From an optimization exercise on the open Yosys and OpenROAD flow, aimed at small area, a short achievable clock period and few clock cycles; shortcuts taken in it are not production practice. RTL that was checked went through simulation tests only; none was proved equivalent to the original. Power is estimated from default activity; no workload was simulated.

==> flow/design.v <==
module cpu(
           input        clk,
           input        reset,
           input        prog_we,     
           input  [3:0] prog_addr,   
           input  [7:0] prog_data,   
           output [7:0] out,
           output       out_valid,   
           output       halt_o);     
   reg [127:0] mem;
   reg [7:0]  ir;       
   reg [3:0]  pc;       
   reg [7:0]  opr;      
   reg        e_ld;     
   reg        e_ar;     
   reg        e_sub;
   reg        e_sta;    
   reg        e_out;
   reg [7:0]  a;
   reg        c, z;
   reg [7:0]  oreg;
   reg        ovalid;
   reg        halted;
   wire [7:0] g = a & opr;
   wire [7:0] p = a | opr;
   wire       c1 = e_sub ? (a[0] | ~opr[0]) : (a[0] & opr[0]);
   wire [8:0] cy;
   genvar ci, cj;
   generate
      for (ci = 0; ci <= 8; ci = ci + 1) begin : cla
         if (ci == 0) begin : c0
            assign cy[0] = 1'b0;
         end else if (ci == 1) begin : c1b
            assign cy[1] = c1;
         end else begin : cn
            wire [ci-1:1] t;
            for (cj = 1; cj < ci; cj = cj + 1) begin : term
               if (cj == ci - 1) begin : last
                  assign t[cj] = g[cj];
               end else begin : mid
                  assign t[cj] = g[cj] & (&p[ci-1:cj+1]);
               end
            end
            assign cy[ci] = (|t) | (c1 & (&p[ci-1:1]));
         end
      end
   endgenerate
   wire [7:0] res = a ^ opr ^ cy[7:0];
   wire       c_new = cy[8] ^ e_sub;
   wire [7:0] kin = {a[6:1] | opr[6:1], e_sub | a[0], 1'b0};
   wire       z_new = &(~(a ^ opr ^ kin));
   wire       z_f = e_ar ? z_new : z;
   wire [3:0] op = ir[7:4];
   wire [3:0] n  = ir[3:0];
   wire d_lda = (op == 4'h1);
   wire d_add = (op == 4'h2);
   wire d_sub = (op == 4'h3);
   wire d_sta = (op == 4'h4);
   wire d_ldi = (op == 4'h5);
   wire d_jmp = (op == 4'h6);
   wire d_jc  = (op == 4'h7);
   wire d_jz  = (op == 4'h8);
   wire d_out = (op == 4'he);
   wire d_hlt = (op == 4'hf);
   wire hold  = d_hlt | (op >= 4'h9 && op <= 4'hd);
   wire uses_n = d_lda | d_add | d_sub | d_jmp | d_jc | d_jz;
   wire hz_n   = e_sta & (opr[3:0] == n) & uses_n;
   wire hz_p   = e_sta & (opr[3:0] == pc);
   wire st_p   = d_sta & (n == pc);
   wire [7:0] rd_n = mem[n*8 +: 8];
   wire [7:0] rd_p = mem[pc*8 +: 8];
   wire [3:0] n_inc  = {n[3] ^ (&n[2:0]), n[2] ^ (&n[1:0]), n[1] ^ n[0], ~n[0]};
   wire [3:0] pc_inc = {pc[3] ^ (&pc[2:0]), pc[2] ^ (&pc[1:0]), pc[1] ^ pc[0], ~pc[0]};
   wire       c_if1 = e_ar ? ~e_sub : c;
   wire       c_if0 = e_ar ?  e_sub : c;
   wire       jgo   = ~reset & ~hz_n;
   wire       jump1 = jgo & (d_jmp | (d_jc & c_if1) | (d_jz & z_f));
   wire       jump0 = jgo & (d_jmp | (d_jc & c_if0) | (d_jz & z_f));
   wire [7:0] ir_seq = reset ? 8'h00 : (hold | hz_n) ? ir : (st_p | hz_p) ? 8'h00 : rd_p;
   wire [3:0] pc_seq = reset ? 4'd0 : (hold | hz_n | st_p | hz_p) ? pc : pc_inc;
   wire [7:0] ir_1 = jump1 ? rd_n : ir_seq;
   wire [7:0] ir_0 = jump0 ? rd_n : ir_seq;
   wire [3:0] pc_1 = jump1 ? n_inc : pc_seq;
   wire [3:0] pc_0 = jump0 ? n_inc : pc_seq;
   always @(posedge clk) begin
      ir <= cy[8] ? ir_1 : ir_0;
      pc <= cy[8] ? pc_1 : pc_0;
   end
   always @(posedge clk) begin
      if (reset || hz_n) begin
         e_ld  <= 1'b0;
         e_ar  <= 1'b0;
         e_sub <= 1'b0;
         e_sta <= 1'b0;
         e_out <= 1'b0;
      end else begin
         e_ld  <= d_lda | d_ldi;
         e_ar  <= d_add | d_sub;
         e_sub <= d_sub;
         e_sta <= d_sta;
         e_out <= d_out;
      end
      opr <= (d_ldi | d_sta) ? {4'b0, n} : (d_sub ? {~rd_n[7:1], rd_n[0]} : rd_n);
   end
   wire       ar     = e_ar & ~reset;
   wire [7:0] a_oth  = reset ? 8'd0 : e_ld ? opr : a;
   always @(posedge clk) begin
      a <= ar ? res : a_oth;
      c <= ar ? c_new : (~reset & c);
      z <= ar ? z_new : (~reset & z);
      if (reset) begin
         oreg <= 8'd0;
         ovalid <= 1'b0;
         halted <= 1'b0;
      end else begin
         if (e_out)
           oreg <= a;
         ovalid <= e_out;
         if (d_hlt)
           halted <= 1'b1;
      end
   end
   wire       we    = reset ? prog_we : e_sta;
   wire [3:0] waddr = reset ? prog_addr : opr[3:0];
   wire [7:0] wdata = reset ? prog_data : a;
   genvar i;
   generate
      for (i = 0; i < 16; i = i + 1) begin : ram
         always @(posedge clk)
           if (we && waddr == i)
             mem[i*8 +: 8] <= wdata;
      end
   endgenerate
   assign out = oreg;
   assign out_valid = ovalid;
   assign halt_o = halted;
endmodule
Settings: LEC_CHECK=0, CAP_MARGIN=20, CORE_MARGIN=2, CORE_UTILIZATION=40, CTS_BUF_LIST=sky130_fd_sc_hd__clkbuf_4 sky130_fd_sc_hd__clkbuf_8, SETUP_SLACK_MARGIN=2.2, SLEW_MARGIN=20, TNS_END_PERCENT=5; clock period 4.5 ns.
standard.sh (not shown) runs the stock make flow with config.mk's settings and CLKGATE_MAP_FILE= SYNTH_SCRIPT=/design/flow/synth_recipe.tcl, a recipe that flattens the netlist after the stock synthesis.
==> flow/flow/run.sh <==
#!/bin/bash
# Standard layout (standard synthesis unchanged), with these ORFS settings changed:
# - port buffers are sky130_fd_sc_hd__buf_2 instead of the default choice
#   (a slow delay cell), every port still gets its buffer;
# - the resizer may change a gate's size to one with another footprint;
# - clock tree synthesis adds no dummy loads.
set -euo pipefail
bash standard.sh MATCH_CELL_FOOTPRINT=0 "BUFFER_PORTS_ARGS=-buffer_cell sky130_fd_sc_hd__buf_2" \
  "CTS_ARGS=-sink_clustering_enable -repair_clock_nets -buf_list {sky130_fd_sc_hd__clkbuf_4 sky130_fd_sc_hd__clkbuf_8} -dont_use_dummy_load" \
  finish > make_finish.log 2>&1
Testbench counts at the start, summed over its fixed seeds: cycles 34,429.
Edit:
--- a/flow/design.v
+++ b/flow/design.v
@@ -50,6 +50,14 @@
    wire [7:0] kin = {a[6:1] | opr[6:1], e_sub | a[0], 1'b0};
    wire       z_new = &(~(a ^ opr ^ kin));
    wire       z_f = e_ar ? z_new : z;
+   function [7:0] ram_rd(input [127:0] m, input [3:0] ad);
+      integer k;
+      begin
+         ram_rd = 8'd0;
+         for (k = 0; k < 16; k = k + 1)
+           ram_rd = ram_rd | (m[k*8 +: 8] & {8{ad == k}});
+      end
+   endfunction
    wire [3:0] op = ir[7:4];
    wire [3:0] n  = ir[3:0];
    wire d_lda = (op == 4'h1);
@@ -67,8 +75,8 @@
    wire hz_n   = e_sta & (opr[3:0] == n) & uses_n;
    wire hz_p   = e_sta & (opr[3:0] == pc);
    wire st_p   = d_sta & (n == pc);
-   wire [7:0] rd_n = mem[n*8 +: 8];
-   wire [7:0] rd_p = mem[pc*8 +: 8];
+   wire [7:0] rd_n = ram_rd(mem, n);
+   wire [7:0] rd_p = ram_rd(mem, pc);
    wire [3:0] n_inc  = {n[3] ^ (&n[2:0]), n[2] ^ (&n[1:0]), n[1] ^ n[0], ~n[0]};
    wire [3:0] pc_inc = {pc[3] ^ (&pc[2:0]), pc[2] ^ (&pc[1:0]), pc[1] ^ pc[0], ~pc[0]};
    wire       c_if1 = e_ar ? ~e_sub : c;
Effect: Worst setup slack loses 0.14 ns. Clock-buffer cell count is unchanged. Area after synthesis rises by 0.95%. Fmax falls by 5.4%. Design area rises by 3.7%. Power rises by 19%. Non-clock buffer count rises by 25. Die area rises by 0.93%.
No functional check of the RTL was part of the second run of this note.

==> re-timing with driven ports <==
No port has a modelled driver above. Below, the same layouts with a new extraction and two added sets of constraints.
Step 1 sets driving cells, clkbuf_16 on the clock port and buf_2 on the other inputs (assumed; they add their load-dependent delay and slew).
Step 2 adds t to the input delays and takes it off the output delays; t is the mean of the earliest and latest rising clock arrival at the registers after step 1. Input paths then give back, and output paths get back, about the clock's delay inside the block.
Slacks: ideal / step 1 / step 2; pairs: ideal / step 1.
run | t (ns) | slack for setup (ns) | worst hold slack (ns) | slew at the worst register clock pin (ns) | cell pins on the clock port's net
the first run | 0.492 | 2.092 / 2.092 / 1.678 | 0.469 / 0.469 / 0.469 | 0.12 / 0.12 | 1
the second run | 0.494 | 1.954 / 1.964 / 1.470 | 0.491 / 0.491 / 0.491 | 0.11 / 0.11 | 1
After both steps every run listed still meets setup and hold. For the second run, which loses most, drivers alone change the setup slack by +0.010 ns; drivers and shift together by -0.484 ns.
